Source: an optimization exercise on an open RTL-to-GDS flow (aim: small area and a short achievable clock period). Production flows keep margins and buffers that such runs may drop.
Only simulation tests tie the RTL to the original design; equivalence was not proved.
No activity file was given, so power comes from the tool's default toggle rates.

## job 1672
Design fadd_sub, start of the top module:
module fadd_sub(
  input  logic        clk_i,
  input  logic [31:0] operand_a,
  input  logic [31:0] operand_b,
  output logic [31:0] result_o
);
  wire        sa = operand_a[31], sb = operand_b[31];
  wire [7:0]  fa = operand_a[30:23], fb = operand_b[30:23];
  wire        za = (fa == 8'd0), zb = (fb == 8'd0);    
  wire [7:0]  ea1 = {fa[7:1], fa[0] | za};             
  wire [7:0]  eb1 = {fb[7:1], fb[0] | zb};
  wire [23:0] ma = {~za, operand_a[22:0]};
  wire [23:0] mb = {~zb, operand_b[22:0]};
  wire [7:0]  ea = {fa[7:1], fa[0] | (za & (operand_a[22:0] != 23'd0))};
  wire [7:0]  eb = {fb[7:1], fb[0] | (zb & (operand_b[22:0] != 23'd0))};
  wire [7:0]  xp = fa ^ ~fb;
  wire [7:0]  xg = fa & ~fb;
  wire eg0 = xg[1] | (xp[1] & xg[0]);
  wire ep0 = xp[1] & xp[0];
  wire eg1 = xg[3] | (xp[3] & xg[2]);
  wire ep1 = xp[3] & xp[2];
  wire eg2 = xg[5] | (xp[5] & xg[4]);
  wire ep2 = xp[5] & xp[4];
  wire eg3 = xg[7] | (xp[7] & xg[6]);
  wire ep3 = xp[7] & xp[6];
  wire eg4 = xg[2] | (xp[2] & eg0);
  wire ep4 = xp[2] & ep0;
  wire eg5 = eg1 | (ep1 & eg0);
  wire ep5 = ep1 & ep0;
  wire eg6 = xg[6] | (xp[6] & eg2);
  wire ep6 = xp[6] & ep2;
  wire eg7 = eg3 | (ep3 & eg2);
  wire ep7 = ep3 & ep2;
  wire eg8 = xg[4] | (xp[4] & eg5);
  wire ep8 = xp[4] & ep5;
  wire eg9 = eg2 | (ep2 & eg5);
  wire ep9 = ep2 & ep5;
  ...
Settings: LEC_CHECK=0, ABC_AREA=1, CAP_MARGIN=20, CORE_MARGIN=2, CORE_UTILIZATION=40, SLEW_MARGIN=20; clock period 12.0 ns.
standard.sh (not shown) runs the stock make flow with config.mk's settings and CLKGATE_MAP_FILE= SYNTH_SCRIPT=/design/flow/synth_recipe.tcl, a recipe that flattens the netlist after the stock synthesis.
==> flow/flow/run.sh <==
#!/bin/bash
# Own layout flow: the standard ORFS flow (standard.sh), with these changes:
#  - ports are buffered with sky130_fd_sc_hd__buf_1 (which repair may upsize)
#    instead of the clkdlybuf4s50_1 that buffer_ports picks by default;
#  - repair_timing aims for a setup slack margin of MARGIN ns (flow/margin);
#  - if flow/abc.script exists, synthesis is the standard synthesis script
#    with its ABC step replaced (flow/my_synth.tcl): the logic from the
#    registers to result_o is mapped with flow/abc_out.script (if present),
#    the rest with flow/abc.script. Flip-flops are mapped before ABC runs, so
#    the registers are exactly the standard synthesis's;
#  - any extra ORFS variables listed in flow/env (KEY=VALUE lines), and
#    make variable assignments in flow/make_args (one line).
# Every tool's output goes to the ORFS logs under orfs/logs, and make's own
# output to standard.log in this folder.
set -euo pipefail
MARGIN=$(cat flow/margin 2>/dev/null || echo 5)
export BUFFER_PORTS_ARGS="-buffer_cell sky130_fd_sc_hd__buf_1"
if [[ -f flow/env ]]; then set -a; source flow/env; set +a; fi
EXTRA=()
if [[ -f flow/abc.script ]]; then
  export MY_ABC_SCRIPT="$PWD/flow/abc.script"
  if [[ -f flow/abc_out.script ]]; then export MY_ABC_OUT_SCRIPT="$PWD/flow/abc_out.script"; fi
  EXTRA+=("SYNTH_SCRIPT=$PWD/flow/my_synth.tcl")
fi
if [[ -f flow/make_args ]]; then read -r -a MARGS < flow/make_args; EXTRA+=("${MARGS[@]}"); fi
bash standard.sh "${EXTRA[@]}" SETUP_SLACK_MARGIN=$MARGIN finish > standard.log 2>&1
==> flow/flow/abc.script <==
strash
dch
map -B 0.9 -D 4000
strash
dch
map -B 0.9 -D 4000
topo
stime -c
buffer -c
upsize -c -D 4000
dnsize -c -D 4000
==> flow/flow/make_args <==
MATCH_CELL_FOOTPRINT=0
==> flow/flow/margin <==
6.3
Other scripts of this flow, unchanged in this note and not shown: flow/flow/env, flow/flow/my_synth.tcl
Input changes introduced in job 5843 (baseline for comparison: job 1672):
==> flow/flow/abc.script <==
strash
dch
map -B 0.9 -D 3000
strash
dch
map -B 0.9 -D 3000
topo
stime -c
buffer -c
upsize -c -D 3000
dnsize -c -D 3000
==> flow/flow/abc_out.script (new file) <==
strash
dch
map -B 0.9 -D 1500
topo
stime -c
buffer -c
upsize -c -D 1500
dnsize -c -D 1500
==> flow/flow/margin <==
6.5
removed: flow/flow/make_args
--- outcome ---
- On biggest cell delay along the critical path: job 5843 sits below job 1672.
- In job 5843 the clock group share of total power turned out 1.0 points lower than in job 1672.
- Comparing job 5843 and job 1672, the lower combinational power share is on job 1672.
- Compared with job 1672, job 5843 shows fraction of area in clock buffers and inverters lower by 0.20 points.
- On power: between job 5843 and job 1672, it ends up higher for job 5843.
- Job 5843 vs. job 1672: complex-gate fraction of the synthesized area went down by 3.8 points.
The inputs of job 8919 differ from those of job 5843 as listed below.
==> flow/flow/abc.script <==
strash
dch
map -B 0.9 -D 2500
strash
dch
map -B 0.9 -D 2500
topo
stime -c
buffer -c
upsize -c -D 2500
dnsize -c -D 2500
==> flow/flow/margin <==
7.0
### Flow results
The worst ir drop on vdd reported for job 8919 is greater than that of job 5843 by 0.013 mV. Between job 5843 and job 8919, the difference in area used by sequential logic in the layout is negligible. Lower total power goes to job 5843 over job 8919. Job 8919 vs job 5843: post-layout instance count excluding filler cells up. Core utilization: job 8919 higher than job 5843. Between job 5843 and job 8919, the final wirelength is lower for job 5843. Comparing job 5843 and job 8919, the lower global-route usage was measured on job 5843. Synthesized cell area in job 8919 is 0.51% higher than in job 5843. [job 8919] switching power summed over all nets rose about 5% relative to job 5843. Job 8919 — count of plain and timing-repair buffers in the layout 16% higher, job 5843 as reference.
The following lists how job 2725 was set up differently from job 8919:
==> flow/flow/abc.script <==
strash
dch
map -B 0.9 -D 4400
strash
dch
map -B 0.9 -D 4400
topo
stime -c
buffer -c
upsize -c -D 4400
dnsize -c -D 4400
==> flow/flow/margin <==
6.3
removed: flow/flow/abc_out.script
## What came out
- Compared with job 8919, in job 2725 worst setup slack -520 ps; internal cell power -5.0%; critical path depth -4; area added between synthesis and finish -2.3 points.
Changes in job 546 relative to job 2725:
==> flow/flow/abc.script <==
strash
dch
map -B 0.9 -D 4000
strash
dch
map -B 0.9 -D 4000
strash
dch
map -B 0.9 -D 4000
topo
stime -c
buffer -c
upsize -c -D 4000
dnsize -c -D 4000
==> notes.md <==
- Per the final summary, job 546 finished and its layout is clean on timing, DRC and antenna.
- Die area: job 546 vs job 2725 up 3.5%
- Looking at simple-gate portion of the synthesized area across job 2725 and job 546, the one that comes out lower is job 2725.
- Wire: job 546 routes more than job 2725
- In job 546, non-clock buffer count is lower than in job 2725.
- Job 546 against job 2725: measured slew at the worst slew-check pin grew by 16 ps; worst voltage drop across the vdd grid shrank by 0.0044 mV.

## afterwards: timing with drivers on the ports
The results above use ideal ports. As a check the final layouts listed here were re-extracted and re-timed, cells and wires unchanged.
Step 1: set_driving_cell puts a clkbuf_16 on clk_i and a buf_2 on each other input, an assumption about the parent block.
Step 2, shift: input delay + t, output delay - t, t = (earliest + latest rising clock arrival at the registers) / 2. This alone moves slack from input paths to output paths.
Slacks: no drivers / after step 1 / after step 2; pairs: no drivers / after step 1.
run	t, ns	slack for setup (ns)	latest minus earliest clock arrival (ns)	worst data-port slew with drivers (ns)
job 1672	0.376	6.534 / 6.501 / 6.254	0.013 / 0.013	0.05
job 5843	0.369	6.725 / 6.738 / 6.368	0.013 / 0.013	0.03
job 8919	0.356	7.045 / 7.056 / 6.701	0.025 / 0.025	0.06
job 2725	0.362	6.529 / 6.498 / 6.335	0.017 / 0.016	0.05
job 546	0.355	6.555 / 6.524 / 6.212	0.014 / 0.014	0.07
After both steps setup and hold are still met in every run listed. The setup slack of job 5843, which loses most, moves by +0.013 ns with the drivers and by -0.357 ns with both steps.
